What follows belongs to an exercise in optimizing a design on an open flow for small area, a short achievable clock period and few clock cycles; a production flow would make more cautious choices.
Function not checked in this run: the RTL went through the layout flow alone.
Power and IR drop assume default switching activity.

==> design/flow/design.v <==
module CHIP (	mem_read_D,
				mem_write_D,
				mem_addr_D,
				mem_rdata_D,
				mem_wdata_D,
				mem_ready_D,
				mem_read_I,
				mem_write_I,
				mem_addr_I,
				mem_rdata_I,
				mem_wdata_I,
				mem_ready_I,
				clk,
				rst_n,
				DCACHE_addr,
				DCACHE_wdata,
				DCACHE_wen
				);
output			mem_read_I;
output			mem_write_I;
output	[31:4]	mem_addr_I;
input	[127:0]	mem_rdata_I;
output	[127:0]	mem_wdata_I;
input			mem_ready_I;
output			mem_read_D;
output			mem_write_D;
output	[31:4]	mem_addr_D;
input	[127:0]	mem_rdata_D;
output	[127:0]	mem_wdata_D;
input			mem_ready_D;
input			clk, rst_n;
output	[29:0]	DCACHE_addr;
output	[31:0]	DCACHE_wdata;
output			DCACHE_wen;
localparam IL = 8;             
localparam IB = 3;             
localparam DS = 4;             
localparam DSB = 2;            
localparam ITW = 10 - IB;      
localparam DTW = 10 - DSB;
localparam PREFETCH = 1;       
localparam IFWD = 1;           
localparam DFWD = 0;           
reg  [13:0] pc;
reg         id_v;              
reg  [31:0] id_ins;
reg  [13:0] id_pc4;
reg         ex_wr, ex_ld, ex_st, ex_beq, ex_jr, ex_link, ex_imm;
reg  [3:0]  ex_op;
reg  [4:0]  ex_rd;
reg  [31:0] ex_a, ex_b;
reg  [15:0] ex_im;
reg  [13:0] ex_pc4;
reg  [13:0] ex_bt;
reg         ex_fa_m, ex_fa_w, ex_fb_m, ex_fb_w;
reg         m_wr, m_ld, m_st, m_first;
reg  [4:0]  m_rd;
reg  [31:0] m_res, m_sd;
reg         w_wr;
reg  [4:0]  w_rd;
reg  [31:0] w_d;
reg  [31:0] rf [0:31];
reg  [31:0] rf_ok;             
reg  [127:0] ic_data [0:IL-1];
reg  [ITW-1:0] ic_tag [0:IL-1];
reg  [IL-1:0] ic_val;
reg         ib_busy;
reg  [9:0]  ib_line;
wire [9:0]  pc_line = pc[13:4];
wire [IB-1:0] pc_idx = pc_line[IB-1:0];
wire [9:0]  nx_line = pc_line + 10'd1;
wire [IB-1:0] nx_idx = nx_line[IB-1:0];
wire        ic_hit = ic_val[pc_idx] & (ic_tag[pc_idx] == pc_line[9:IB]);
wire        ic_nhit = ic_val[nx_idx] & (ic_tag[nx_idx] == nx_line[9:IB]);
wire        ib_pc = ib_busy & (ib_line == pc_line);
wire        ib_nx = ib_busy & (ib_line == nx_line);
wire        ib_fill = ib_busy & mem_ready_I;
wire        if_fwd = (IFWD != 0) & ib_fill & ib_pc;
wire        if_hit = ic_hit | if_fwd;
wire        ib_can = ~ib_busy | mem_ready_I;
wire        ib_dem = ~ic_hit & ~ib_pc;
wire        ib_pf = (PREFETCH != 0) & ~ic_nhit & ~ib_nx;
assign mem_read_I = ib_can & (ib_dem | ib_pf);
wire [9:0]  ib_req = ib_dem ? pc_line : nx_line;
assign mem_addr_I = {18'd0, ib_req};
assign mem_write_I = 1'b0;
assign mem_wdata_I = 128'd0;
wire [127:0] if_line = if_fwd ? mem_rdata_I : ic_data[pc_idx];
reg  [31:0] if_ins;
always @(*) begin
	case (pc[3:2])
	2'd0: if_ins = if_line[31:0];
	2'd1: if_ins = if_line[63:32];
	2'd2: if_ins = if_line[95:64];
	default: if_ins = if_line[127:96];
	endcase
end
integer k;
always @(posedge clk or negedge rst_n) begin
	if (~rst_n) begin
		ic_val <= 0;
		ib_busy <= 1'b0;
	end else begin
		if (ib_fill)
			ic_val[ib_line[IB-1:0]] <= 1'b1;
		if (mem_read_I & ib_can)
			ib_busy <= 1'b1;
		else if (ib_fill)
			ib_busy <= 1'b0;
	end
end
always @(posedge clk) begin
	if (mem_read_I & ib_can)
		ib_line <= ib_req;
	if (ib_fill) begin
		ic_data[ib_line[IB-1:0]] <= mem_rdata_I;
		ic_tag[ib_line[IB-1:0]] <= ib_line[9:IB];
	end
end
reg  [31:0] dc_data [0:DS*8-1];    
reg  [DTW-1:0] dc_tag [0:DS*2-1];  
reg  [DS*2-1:0] dc_val, dc_dirty;
reg  [DS-1:0] dc_lru;              
reg  [1:0]  ds;                    
wire [9:0]  m_line = m_res[13:4];
wire [DSB-1:0] m_set = m_line[DSB-1:0];
wire [DTW-1:0] m_tag = m_line[9:DSB];
wire        m_mem = m_ld | m_st;
wire        dh0 = dc_val[{m_set,1'b0}] & (dc_tag[{m_set,1'b0}] == m_tag);
wire        dh1 = dc_val[{m_set,1'b1}] & (dc_tag[{m_set,1'b1}] == m_tag);
wire        dc_hit = dh0 | dh1;
wire        vway = ~dc_val[{m_set,1'b0}] ? 1'b0 : ~dc_val[{m_set,1'b1}] ? 1'b1 : dc_lru[m_set];
wire        dc_vdirty = dc_val[{m_set,vway}] & dc_dirty[{m_set,vway}];
wire        d_fill = (ds == 2'd2) & mem_ready_D;
wire        d_fwd = (DFWD != 0) & d_fill;
wire        d_ok = dc_hit | d_fwd;
wire        dstall = m_mem & ~d_ok;
wire        m_way = dc_hit ? dh1 : vway;
assign mem_write_D = (ds == 2'd0) & m_mem & ~dc_hit & dc_vdirty;
assign mem_read_D  = ((ds == 2'd0) & m_mem & ~dc_hit & ~dc_vdirty) |
                     ((ds == 2'd1) & mem_ready_D);
assign mem_addr_D  = {18'd0, mem_write_D ? {dc_tag[{m_set,vway}], m_set} : m_line};
assign mem_wdata_D = {dc_data[{m_set,vway,2'd3}], dc_data[{m_set,vway,2'd2}],
                      dc_data[{m_set,vway,2'd1}], dc_data[{m_set,vway,2'd0}]};
reg  [31:0] m_fw;
always @(*) begin
	case (m_res[3:2])
	2'd0: m_fw = mem_rdata_D[31:0];
	2'd1: m_fw = mem_rdata_D[63:32];
	2'd2: m_fw = mem_rdata_D[95:64];
	default: m_fw = mem_rdata_D[127:96];
	endcase
end
wire [31:0] m_ldw = d_fwd ? m_fw : dc_data[{m_set,dh1,m_res[3:2]}];
wire        m_stw = m_st & d_ok;
always @(posedge clk or negedge rst_n) begin
	if (~rst_n) begin
		ds <= 2'd0;
		dc_val <= 0;
		dc_dirty <= 0;
		dc_lru <= 0;
	end else begin
		case (ds)
		2'd0: if (mem_write_D) ds <= 2'd1; else if (mem_read_D) ds <= 2'd2;
		2'd1: if (mem_ready_D) ds <= 2'd2;
		default: if (mem_ready_D) ds <= 2'd0;
		endcase
		if (d_fill) begin
			dc_val[{m_set,vway}] <= 1'b1;
			dc_dirty[{m_set,vway}] <= m_stw;
		end else if (m_stw)
			dc_dirty[{m_set,m_way}] <= 1'b1;
		if (m_mem & d_ok)
			dc_lru[m_set] <= ~m_way;
	end
end
integer r, w;
always @(posedge clk) begin
	for (r = 0; r < DS*2; r = r + 1)
		for (w = 0; w < 4; w = w + 1)
			if ({m_set,m_way} == r) begin
				if (m_stw & (m_res[3:2] == w))
					dc_data[r*4+w] <= m_sd;
				else if (d_fill)
					dc_data[r*4+w] <= mem_rdata_D[32*w +: 32];
			end
	if (d_fill)
		dc_tag[{m_set,vway}] <= m_tag;
end
assign DCACHE_wen = m_st & m_first;
assign DCACHE_addr = m_res[31:2];
assign DCACHE_wdata = m_sd;
wire [5:0]  if_op = if_ins[31:26];
wire        if_j = if_hit & ((if_op == 6'h02) | (if_op == 6'h03));
wire [13:0] pc4 = pc + 14'd4;
wire [5:0]  op = id_ins[31:26];
wire [4:0]  rs = id_ins[25:21];
wire [4:0]  rt = id_ins[20:16];
wire [4:0]  rd = id_ins[15:11];
wire [5:0]  fn = id_ins[5:0];
wire        is_r = (op == 6'h00);
wire        is_nop = (id_ins == 32'd0);
wire        is_jr = is_r & ((fn == 6'h08) | (fn == 6'h09));
wire        is_jalr = is_r & (fn == 6'h09);
wire        is_jal = (op == 6'h03);
wire        is_j = (op == 6'h02);
wire        is_beq = (op == 6'h04);
wire        is_lw = (op == 6'h23);
wire        is_sw = (op == 6'h2B);
wire        d_wr = id_v & ~(is_beq | is_j | (is_r & (fn == 6'h08)) | is_sw | is_nop);
wire [4:0]  d_rd = (is_jal | is_jalr) ? 5'd31 : is_r ? rd : rt;
wire        use_rs = ~(is_j | is_jal);
wire        use_rt = is_r | is_beq | is_sw;
reg  [3:0]  d_op;
always @(*) begin
	case (op)
	6'h00:
		case (fn)
		6'h22: d_op = 4'd1;
		6'h24: d_op = 4'd2;
		6'h25: d_op = 4'd3;
		6'h26: d_op = 4'd4;
		6'h00: d_op = 4'd5;
		6'h03: d_op = 4'd7;
		6'h02: d_op = 4'd7;
		6'h2A: d_op = 4'd8;
		6'h1B: d_op = 4'd9;
		default: d_op = 4'd0;
		endcase
	6'h0C: d_op = 4'd2;
	6'h0D: d_op = 4'd3;
	6'h0E: d_op = 4'd4;
	6'h0A: d_op = 4'd8;
	default: d_op = 4'd0;
	endcase
end
wire [31:0] rf_a = (w_wr & (w_rd == rs)) ? w_d : (rf[rs] & {32{rf_ok[rs]}});
wire [31:0] rf_b = (w_wr & (w_rd == rt)) ? w_d : (rf[rt] & {32{rf_ok[rt]}});
wire        lu = id_v & ex_ld & ((use_rs & (ex_rd == rs)) | (use_rt & (ex_rd == rt)));
wire [31:0] fa = ex_fa_m ? m_res : ex_fa_w ? w_d : ex_a;
wire [31:0] fb = ex_fb_m ? m_res : ex_fb_w ? w_d : ex_b;
wire [31:0] sx = {{16{ex_im[15]}}, ex_im};
wire [31:0] o2 = ex_imm ? sx : fb;
reg  [31:0] alu;
always @(*) begin
	case (ex_op)
	4'd0: alu = fa + o2;
	4'd1: alu = fa - o2;
	4'd2: alu = fa & o2;
	4'd3: alu = fa | o2;
	4'd4: alu = fa ^ o2;
	4'd5: alu = fa << o2;
	4'd7: alu = fa >> o2;
	4'd8: alu = {31'd0, fa < o2};
	default: alu = ~(fa | o2);
	endcase
end
wire [31:0] ex_res = ex_link ? {18'd0, ex_pc4} : alu;
wire        ex_taken = (ex_beq & (fa == fb)) | ex_jr;
wire [13:0] ex_tgt = ex_jr ? fa[13:0] : ex_bt;
wire        redir = ex_taken & ~dstall;
wire        id_hold = dstall | lu;
always @(posedge clk or negedge rst_n) begin
	if (~rst_n) begin
		pc <= 14'd0;
		id_v <= 1'b0;
		ex_wr <= 1'b0; ex_ld <= 1'b0; ex_st <= 1'b0; ex_beq <= 1'b0; ex_jr <= 1'b0; ex_link <= 1'b0;
		m_wr <= 1'b0; m_ld <= 1'b0; m_st <= 1'b0; m_first <= 1'b0;
		w_wr <= 1'b0;
		rf_ok <= 32'd0;
	end else begin
		if (redir) begin
			pc <= ex_tgt;
			id_v <= 1'b0;
		end else if (~id_hold) begin
			if (if_hit) begin
				pc <= if_j ? {if_ins[11:0], 2'b00} : pc4;
				id_v <= 1'b1;
			end else
				id_v <= 1'b0;
		end
		if (~dstall) begin
			if (lu | redir) begin
				ex_wr <= 1'b0; ex_ld <= 1'b0; ex_st <= 1'b0; ex_beq <= 1'b0; ex_jr <= 1'b0; ex_link <= 1'b0;
			end else begin
				ex_wr <= d_wr;
				ex_ld <= id_v & is_lw;
				ex_st <= id_v & is_sw;
				ex_beq <= id_v & is_beq;
				ex_jr <= id_v & is_jr;
				ex_link <= is_jal | is_jalr;
			end
		end
		if (~dstall) begin
			m_wr <= ex_wr;
			m_ld <= ex_ld;
			m_st <= ex_st;
			m_first <= 1'b1;
		end else
			m_first <= 1'b0;
		if (~dstall) begin
			w_wr <= m_wr;
		end
		if (w_wr)
			rf_ok[w_rd] <= 1'b1;
	end
end
always @(posedge clk) begin
	if (~id_hold & ~redir & if_hit) begin
		id_ins <= if_ins;
		id_pc4 <= pc4;
	end
	if (~dstall) begin
		ex_op <= d_op;
		ex_imm <= ~is_r;
		ex_rd <= d_rd;
		ex_a <= rf_a;
		ex_b <= rf_b;
		ex_im <= id_ins[15:0];
		ex_pc4 <= id_pc4;
		ex_bt <= id_pc4 + {id_ins[11:0], 2'b00};
		ex_fa_m <= ex_wr & ~ex_ld & (ex_rd == rs);
		ex_fa_w <= m_wr & (m_rd == rs);
		ex_fb_m <= ex_wr & ~ex_ld & (ex_rd == rt);
		ex_fb_w <= m_wr & (m_rd == rt);
		m_rd <= ex_rd;
		m_res <= ex_res;
		m_sd <= fb;
		w_rd <= m_rd;
		w_d <= m_ld ? m_ldw : m_res;
	end
	if (w_wr)
		rf[w_rd] <= w_d;
end
endmodule
==> design/flow/run.sh <==
#!/bin/bash
# synth_recipe.tcl (not shown) runs the flow's synth.tcl, then flattens the netlist and writes it again
# the make line also repeats each setting of config.mk as NAME=value (left out here)
make -C /OpenROAD-flow-scripts/flow DESIGN_CONFIG=/design/flow/config.mk WORK_HOME=/design/flow/orfs CLKGATE_MAP_FILE= SYNTH_SCRIPT=/design/flow/synth_recipe.tcl finish
==> design/flow/config.mk <==
export PLATFORM = sky130hd
export DESIGN_NAME = CHIP
export DESIGN_NICKNAME = CHIP
export VERILOG_FILES = /design/flow/design.v
export SDC_FILE = /design/flow/constraint.sdc
export NUM_CORES = 8
export LEC_CHECK = 0
export CAP_MARGIN = 20
export CORE_MARGIN = 2
export CORE_UTILIZATION = 40
export SLEW_MARGIN = 20
==> design/flow/constraint.sdc <==
create_clock -name core_clock -period 12.0 [get_ports {clk}]
set_input_delay 2.4000 -clock core_clock [delete_from_list [all_inputs] [get_ports {clk}]]
set_output_delay 2.4000 -clock core_clock [all_outputs]
set_load 0.01 [all_outputs]
==> key figures <==
Clocking
  • Post-CTS sizing: 0
  • Inserted Clock Buffers: 380
  • CTS tree: built
  • Hold_buf cts: 0
  • CTS clk-pin slew, worst paths: 0.06 ns
  • # clock sinks: 3575
  • H-tree depth: 5
  • Clk latency of the worst-skew pair: 1.02 ns
  • Clock buffer depth: 4
  • Post-CTS Setup Bufs: 0
  • Root buffer cell: clkbuf_16

Power
  • Worst IR Drop VDD: 0.190 mV
  • Pwr Density: 235 nW/um^2
  • Static leakage: 0.0627 uW

Routing
  • Vias per inst: 6.64
  • Antenna Nets Post-Route: 0
  • First drt pass iteration count: 14
  • Vias: 111000
  • DRT iter0 DRCs: 17700
  • DRC Markers: 0
  • WL per Instance: 37.5 um
  • Routed wire length: 625000 um

Floorplanning
  • Die Ht: 649 um
  • Starting Density: 40.1%
  • Core ar.: 416000 um^2
  • DIE AREA: 422000 um^2
  • I/O Pins: 639
  • Placement Rows: 237
  • Die width: 649 um

Synth
  • Count of cell types in the netlist: 90
  • XOR/XNOR share of the synthesized area: 0.911%
  • Synth Area in Adders: 1.09%
  • Post-synth EDFFs: 3474
  • Mux cell area share after synthesis: 16.9%
  • Main flop type after synthesis: edfxtp_1
  • Synth warn: 2
  • Sequential-to-total area share from yosys stat: 64.1%
  • Register bit total from synthesis: 3575
  • Largest family of logic cells by synthesized area: multiplexers
  • Simple-gate portion of the synthesized area: 4.63%
  • Fraction of registers with async set/reset: 2.49%
  • Synth Cell Area: 167000 um^2
  • Syn avg cell area: 16.0 um^2
  • Syn Inst Count: 10400
  • Synth Area in Compound Gates: 9.31%

Status
  • Status: complete, no violations

Hold path
  • HP Class: register to register

Critical path
  • Most frequent CP cell: buf_4
  • Slowest CP cell: o21ai_0
  • Startpoint Class: register
  • Crit Path Max Fanout: 48
  • Critical setup path kind: register to output pin
  • Critical path required time: 9.60 ns
  • Element type at the critical path end: output pin
  • Arrival time at the worst endpoint: 8.12 ns
  • Largest stage delay, worst path: 0.88 ns
  • CP Cell Sequence: buf_4 -> mux4_2 -> o21ai_2 -> buf_4 -> inv_1 -> ha_4 -> inv_1 -> nor2_4 -> buf_4 -> a22oi_1 -> nand3_1 -> mux2i_1 -> o21ai_0 -> clkdlybuf4s50_1
  • Worst reg-to-reg setup slack: 4.91 ns

Run
  • Max_cap viols: 0

STA
  • Slew of the pin with the lowest slew margin: 1.25 ns
  • Hold slack final: 0.439 ns
  • Clk_skew: 0.109 ns
  • Pins Over Slew Limit: 0
  • Unrepaired setup endpoints after global routing: no
  • Final setup margin: 1.48 ns
  • Setup TNS: 0 ns
  • Final hold vios: 0
  • Final min period: 10.52 ns
  • Slew headroom: 16.6%
  • Fmax: 95.1 MHz
  • # setup viols final: 0
  • Final cycle utilization of the critical path: 87.7%

Global route
  • Vias in the first global route: 109000
  • Aggregate global routing overflow: 0
  • Initial antenna violation count: 58
  • First-pass GRT wire length: 863000 um
  • Largest net degree at the start of global routing: 131
  • GRT Overall Usage: 28.7%

Finish
  • Nets@finish: 11200
  • Post-Layout Cell Count: 16700
  • Area growth, synth to finish: 14.2%
  • Proportion of layout cells with a drive suffix above 1: 19.2%
  • Fin util: 45.8%

Place
  • Routability cong.: 0.973
  • Place WS: 2.95 ns
  • I/O Buffers: 473
  • Final HPWL DP: 377000 um
  • Dpl cells: 15900
-- cell families (layout without fill, tap and decap cells) --
logic type,after synthesis,count (layout)
adders and majority gates,143,143
buffers and inverters,1155,1677
AOI/OAI and AO/OA,2081,2081
other,1,202
muxes,1555,1555
xor gates and xnor gates,170,170
DFF,3575,3575
and+or+nand+nor,1751,1751
-- cell type report --
class                           instances  area, um^2
Tap cell                             5497        6880
Clock buffer                          458        9880
Clock inverter                        228        2070
Timing Repair Buffer                  811        7570
Fill cell                           35600      225000
Sequential cell                      3575      107000
Antenna cell                           37        92.6
Inverter                              180         692
Multi-Input combinational cell       5865       56300
-- worst paths after layout --
check	start	end	cells past startpoint
min reg2reg	id_pc4[1]	ex_bt[1]	0
min	id_pc4[1]	ex_bt[1]	0
max	m_res[4]	mem_wdata_D[26]	14
max in group asynchronous	rst_n	pc[5]	2
min in group asynchronous	rst_n	rf_ok[7]	1
max reg2reg	ex_fb_w	m_res[30]	17
-- cell usage in the layout, fill, tap and decap left out, types with 169 or more instances in the layout --
| cell type | count |
|---|---|
| nor2_1 | 267 |
| a222oi_1 | 311 |
| a22oi_1 | 253 |
| inv_1 | 169 |
| mux2i_1 | 353 |
| clkbuf_16 | 383 |
| mux4_2 | 978 |
| clkdlybuf4s50_1 | 472 |
| buf_4 | 310 |
| edfxtp_1 | 3474 |
| a21oi_1 | 224 |
| o21ai_0 | 330 |
| nand2_1 | 870 |
-- where the power goes --
| group | switching [uW] | leakage, uW | total, uW | internal, uW |
|---|---|---|---|---|
| combinational | 10700 | 0.0238 | 16800 | 6130 |
| clock | 5040 | 0.00580 | 11500 | 6470 |
| sequential | 1120 | 0.0331 | 16400 | 15200 |
| total | 16900 | 0.0627 | 44700 | 27900 |
-- sequential cells by signal, summed over array words and instances, names as in the netlist, 56 cells and up, named ones only --
signal   count
dc_data   1024
rf        1024
dc_tag      64
ic_tag      56
ic_data   1024
-- through the flow --
stage	area, um^2	power, uW
5_1_grt	190000	45900
4_1_cts	190000	44300
2_1_floorplan	167000	25400
3_5_place_dp	178000	32900
6_report	190000	44700
3_3_place_gp	178000	32800
-- worst max-delay path, delay by kind of cell, from the launching register on --
kind	cells	cell delay, ns
AOI/OAI and AO/OA	3	1.32
DFF	1	0.59
and+or+nand+nor	2	0.91
muxes	2	0.48
buffers and inverters	6	3.03
adders and majority gates	1	0.67
-- metal layers --
layer / routed length, um / GRT usage (%) / share of wire, %
met2: 286000 / 44.8 / 46
met5: 265 / 0 / 0.042
met1: 225000 / 36.4 / 36
met3: 73200 / 7.57 / 12
met4: 41000 / 15.9 / 6.6
-- synthesized netlist by cell type (89+ instances only) --
| cell type | count | area [um^2] |
|---|---|---|
| a21o_1 | 102 | 766 |
| a21oi_1 | 227 | 1140 |
| a221oi_1 | 147 | 1290 |
| a222oi_1 | 311 | 3110 |
| a22o_1 | 109 | 955 |
| a22oi_1 | 253 | 1900 |
| a31oi_1 | 111 | 694 |
| buf_1 | 145 | 544 |
| buf_4 | 200 | 1500 |
| clkbuf_1 | 571 | 2140 |
| dfrtp_1 | 89 | 2230 |
| edfxtp_1 | 3474 | 104000 |
| ha_1 | 139 | 1740 |
| inv_1 | 172 | 646 |
| mux2_1 | 134 | 1510 |
| mux2i_1 | 356 | 3560 |
| mux4_2 | 978 | 22000 |
| nand2_1 | 874 | 3280 |
| nand3_1 | 147 | 736 |
| nor2_1 | 342 | 1280 |
| o21ai_0 | 332 | 1660 |
| xnor2_1 | 114 | 998 |

## what the ideal ports hide
Ports are ideal in the flow. The routed layout listed here was re-timed in OpenROAD.
Step 1 (the two cells are an assumption about what drives the block):
set clk [get_ports {clk}]
set_driving_cell -lib_cell sky130_fd_sc_hd__clkbuf_16 $clk
set_driving_cell -lib_cell sky130_fd_sc_hd__buf_2 [delete_from_list [all_inputs] $clk]
Step 2, shift: input delay + t, output delay - t, t = (earliest + latest rising clock arrival at the registers) / 2. This alone moves slack from input paths to output paths.
Three values: ideal ports, drivers, drivers and shift; two values: the first two.
shift t [ns]: 1.078
setup WS [ns]: 1.482 / 1.362 / 2.440
worst setup path after step 2: register to output
worst register clock-pin slew, ns: 0.08 / 0.08
worst slew at a driven data input, ns: 0.17
After both steps setup and hold are still met in this run. The setup slack of this run moves by -0.120 ns with the drivers and by +0.958 ns with both steps.
